Background: an optimization exercise with open tools, aiming at small area. Do not read the settings as production practice.
Function was checked by simulation only, so behaviour that the tests miss may differ from the original.
Power and IR drop assume default switching activity.

Design MIPS_ALU_top, start of the top module:
module MIPS_ALU_top (
    input             clk,
    input      [31:0] dataA,
    input      [31:0] dataB,
    input      [3:0]  control,
    input      [4:0]  shmt,
    output reg [31:0] dataC,
    output reg        carry,
    output reg        zero,
    output reg        negative
);
==> flow/config.mk <==
export PLATFORM = sky130hd
export DESIGN_NAME = MIPS_ALU_top
export DESIGN_NICKNAME = MIPS_ALU_top
export VERILOG_FILES = /design/flow/design.v
export SDC_FILE = /design/flow/constraint.sdc
export NUM_CORES = 4
export LEC_CHECK = 0
export ABC_AREA = 1
export CAP_MARGIN = 20
export CORE_MARGIN = 2
export CORE_UTILIZATION = 33
export CTS_BUF_LIST = sky130_fd_sc_hd__clkbuf_4 sky130_fd_sc_hd__clkbuf_8
export GPL_TIMING_DRIVEN = 0
export SETUP_SLACK_MARGIN = 0.2
export SLEW_MARGIN = 20
==> flow/constraint.sdc <==
create_clock -name core_clock -period 11.0 [get_ports {clk}]
set_input_delay 2.2000 -clock core_clock [delete_from_list [all_inputs] [get_ports {clk}]]
set_output_delay 2.2000 -clock core_clock [all_outputs]
set_load 0.01 [all_outputs]
standard.sh (not shown) runs the stock make flow with config.mk's settings and CLKGATE_MAP_FILE= SYNTH_SCRIPT=/design/flow/synth_recipe.tcl, a recipe that flattens the netlist after the stock synthesis.
==> flow/flow/run.sh <==
#!/bin/bash
set -uo pipefail
W=$(pwd)
{ cat <<'EOT'
# synth_recipe.tcl with ABC's -script argument pointed at flow/abc.script
proc abc {args} {
  set i [lsearch -exact $args -script]
  if {$i >= 0} { lset args [expr {$i + 1}] @ABC@ }
  yosys abc {*}$args
}
EOT
cat synth_recipe.tcl; } | sed "s#@ABC@#$W/flow/abc.script#" > synth_abc.tcl
bash standard.sh SYNTH_SCRIPT=$W/synth_abc.tcl synth > synth.log 2>&1 || exit 1
bash standard.sh > layout.log 2>&1
==> flow/flow/abc.script <==
strash
&get -n
&st
&dch
&nf -R 1000
&put
topo
stime -c
buffer -c
upsize -c
dnsize -c
Edit:
==> flow/run.sh (new file) <==
#!/bin/bash
# synth_recipe.tcl (not shown) runs the flow's synth.tcl, then flattens the netlist and writes it again
# the make line also repeats each setting of config.mk as NAME=value (left out here)
make -C /OpenROAD-flow-scripts/flow DESIGN_CONFIG=/design/flow/config.mk WORK_HOME=/design/flow/orfs CLKGATE_MAP_FILE= SYNTH_SCRIPT=/design/flow/synth_recipe.tcl finish
- CORE_UTILIZATION: 33 -> 40
removed: flow/flow/run.sh
removed: flow/flow/abc.script
removed: flow/standard.sh
What happened: The new run finished clean. Design area went up by 4.2%. Global-route usage went up by 7.8 points. Core utilization went up by 5.3 points. Wire length went up by 7.7%. Setup slack is worse by 0.16 ns. Power went down by about 7%. Clock power went down by about 14%. Worst hold slack is worse by 0.0042 ns.

========
Another version of the RTL of MIPS_ALU_top (not shown whole).
For scale: ~69 flip-flops, about 110 I/O pins, about 16,000 sq um of cells after synthesis.
==> flow/config.mk <==
export PLATFORM = sky130hd
export DESIGN_NAME = MIPS_ALU_top
export DESIGN_NICKNAME = MIPS_ALU_top
export VERILOG_FILES = /design/flow/design.v
export SDC_FILE = /design/flow/constraint.sdc
export NUM_CORES = 4
export LEC_CHECK = 0
export ABC_AREA = 1
export CAP_MARGIN = 20
export CORE_MARGIN = 2
export CORE_UTILIZATION = 40
export CTS_BUF_LIST = sky130_fd_sc_hd__clkbuf_4 sky130_fd_sc_hd__clkbuf_8
export GPL_TIMING_DRIVEN = 0
export SETUP_SLACK_MARGIN = 0.2
export SLEW_MARGIN = 20
==> flow/constraint.sdc <==
create_clock -name core_clock -period 11.0 [get_ports {clk}]
set_input_delay 2.2000 -clock core_clock [delete_from_list [all_inputs] [get_ports {clk}]]
set_output_delay 2.2000 -clock core_clock [all_outputs]
set_load 0.01 [all_outputs]
==> flow/flow/run.sh <==
#!/bin/bash
set -uo pipefail
W=$(pwd)
{ cat <<'EOT'
# synth_recipe.tcl with ABC's -script argument pointed at flow/abc.script
proc abc {args} {
  set i [lsearch -exact $args -script]
  if {$i >= 0} { lset args [expr {$i + 1}] @ABC@ }
  yosys abc {*}$args
}
EOT
cat synth_recipe.tcl; } | sed "s#@ABC@#$W/flow/abc.script#" > synth_abc.tcl
bash standard.sh SYNTH_SCRIPT=$W/synth_abc.tcl synth > synth.log 2>&1 || exit 1
bash standard.sh > layout.log 2>&1
==> flow/flow/abc.script <==
strash
&get -n
&st
&dch
&nf -R 1000
&put
topo
stime -c
buffer -c
upsize -c
dnsize -c
Next try:
==> flow/run.sh (new file) <==
#!/bin/bash
# synth_recipe.tcl (not shown) runs the flow's synth.tcl, then flattens the netlist and writes it again
# the make line also repeats each setting of config.mk as NAME=value (left out here)
make -C /OpenROAD-flow-scripts/flow DESIGN_CONFIG=/design/flow/config.mk WORK_HOME=/design/flow/orfs CLKGATE_MAP_FILE= SYNTH_SCRIPT=/design/flow/synth_recipe.tcl finish
CORE_UTILIZATION = 50   (was 40)
removed: flow/flow/run.sh
removed: flow/flow/abc.script
removed: flow/standard.sh
After rerunning: Non-clock buffer count came out lower by 65. Synthesized area came out higher by 5.9%. Setup slack gets worse by 41 ps. Global-route usage came out higher by 5.5 points. Design area came out lower by about 2.5%. Total power came out lower by about 16%. Clock power came out lower by about 7%. Worst hold slack barely changes. Critical path depth came out lower by 6.
Next try:
CORE_UTILIZATION = 40   (was 50)
CTS_BUF_LIST = unset   (was sky130_fd_sc_hd__clkbuf_4 sky130_fd_sc_hd__clkbuf_8)
The changed run finished with timing, DRC and antenna clean.
Clock skew is about the same.
Power increases by a few percent.
Cell count increases by a few percent.
Core utilization decreases by 10 points.
Worst setup slack is better by 160 ps.

[separate check: timing with driven ports]
The results above use ideal ports. As a check the final layouts listed here were re-extracted and re-timed, cells and wires unchanged.
Step 1, drivers: a clkbuf_16 drives clk and a buf_2 each remaining input, both assumed.
Step 2 also shifts input and output timing later by t, the mid clock arrival at the registers, as if the neighbouring blocks saw the same clock.
Slacks: ideal / step 1 / step 2; pairs: ideal / step 1.
run	t (ns)	setup WS [ns]	worst slew at a driven data input, ns	pins driven straight from the clock port
the first run of note 1	0.359	0.459 / 0.461 / 0.102	0.05	1
the second run of note 1	0.359	0.300 / 0.304 / -0.056	0.05	1
the first run of note 2	0.373	0.282 / 0.293 / -0.081	0.05	1
the second run of note 2	0.352	0.241 / 0.237 / -0.116	0.06	1
the third run of note 2	0.349	0.405 / 0.410 / 0.061	0.05	1
Met with ideal ports but missed after step 2: setup timing in the second run of note 1, the first run of note 2 and the second run of note 2. For the first run of note 2, which loses most, drivers alone change the setup slack by +0.011 ns; drivers and shift together by -0.363 ns.
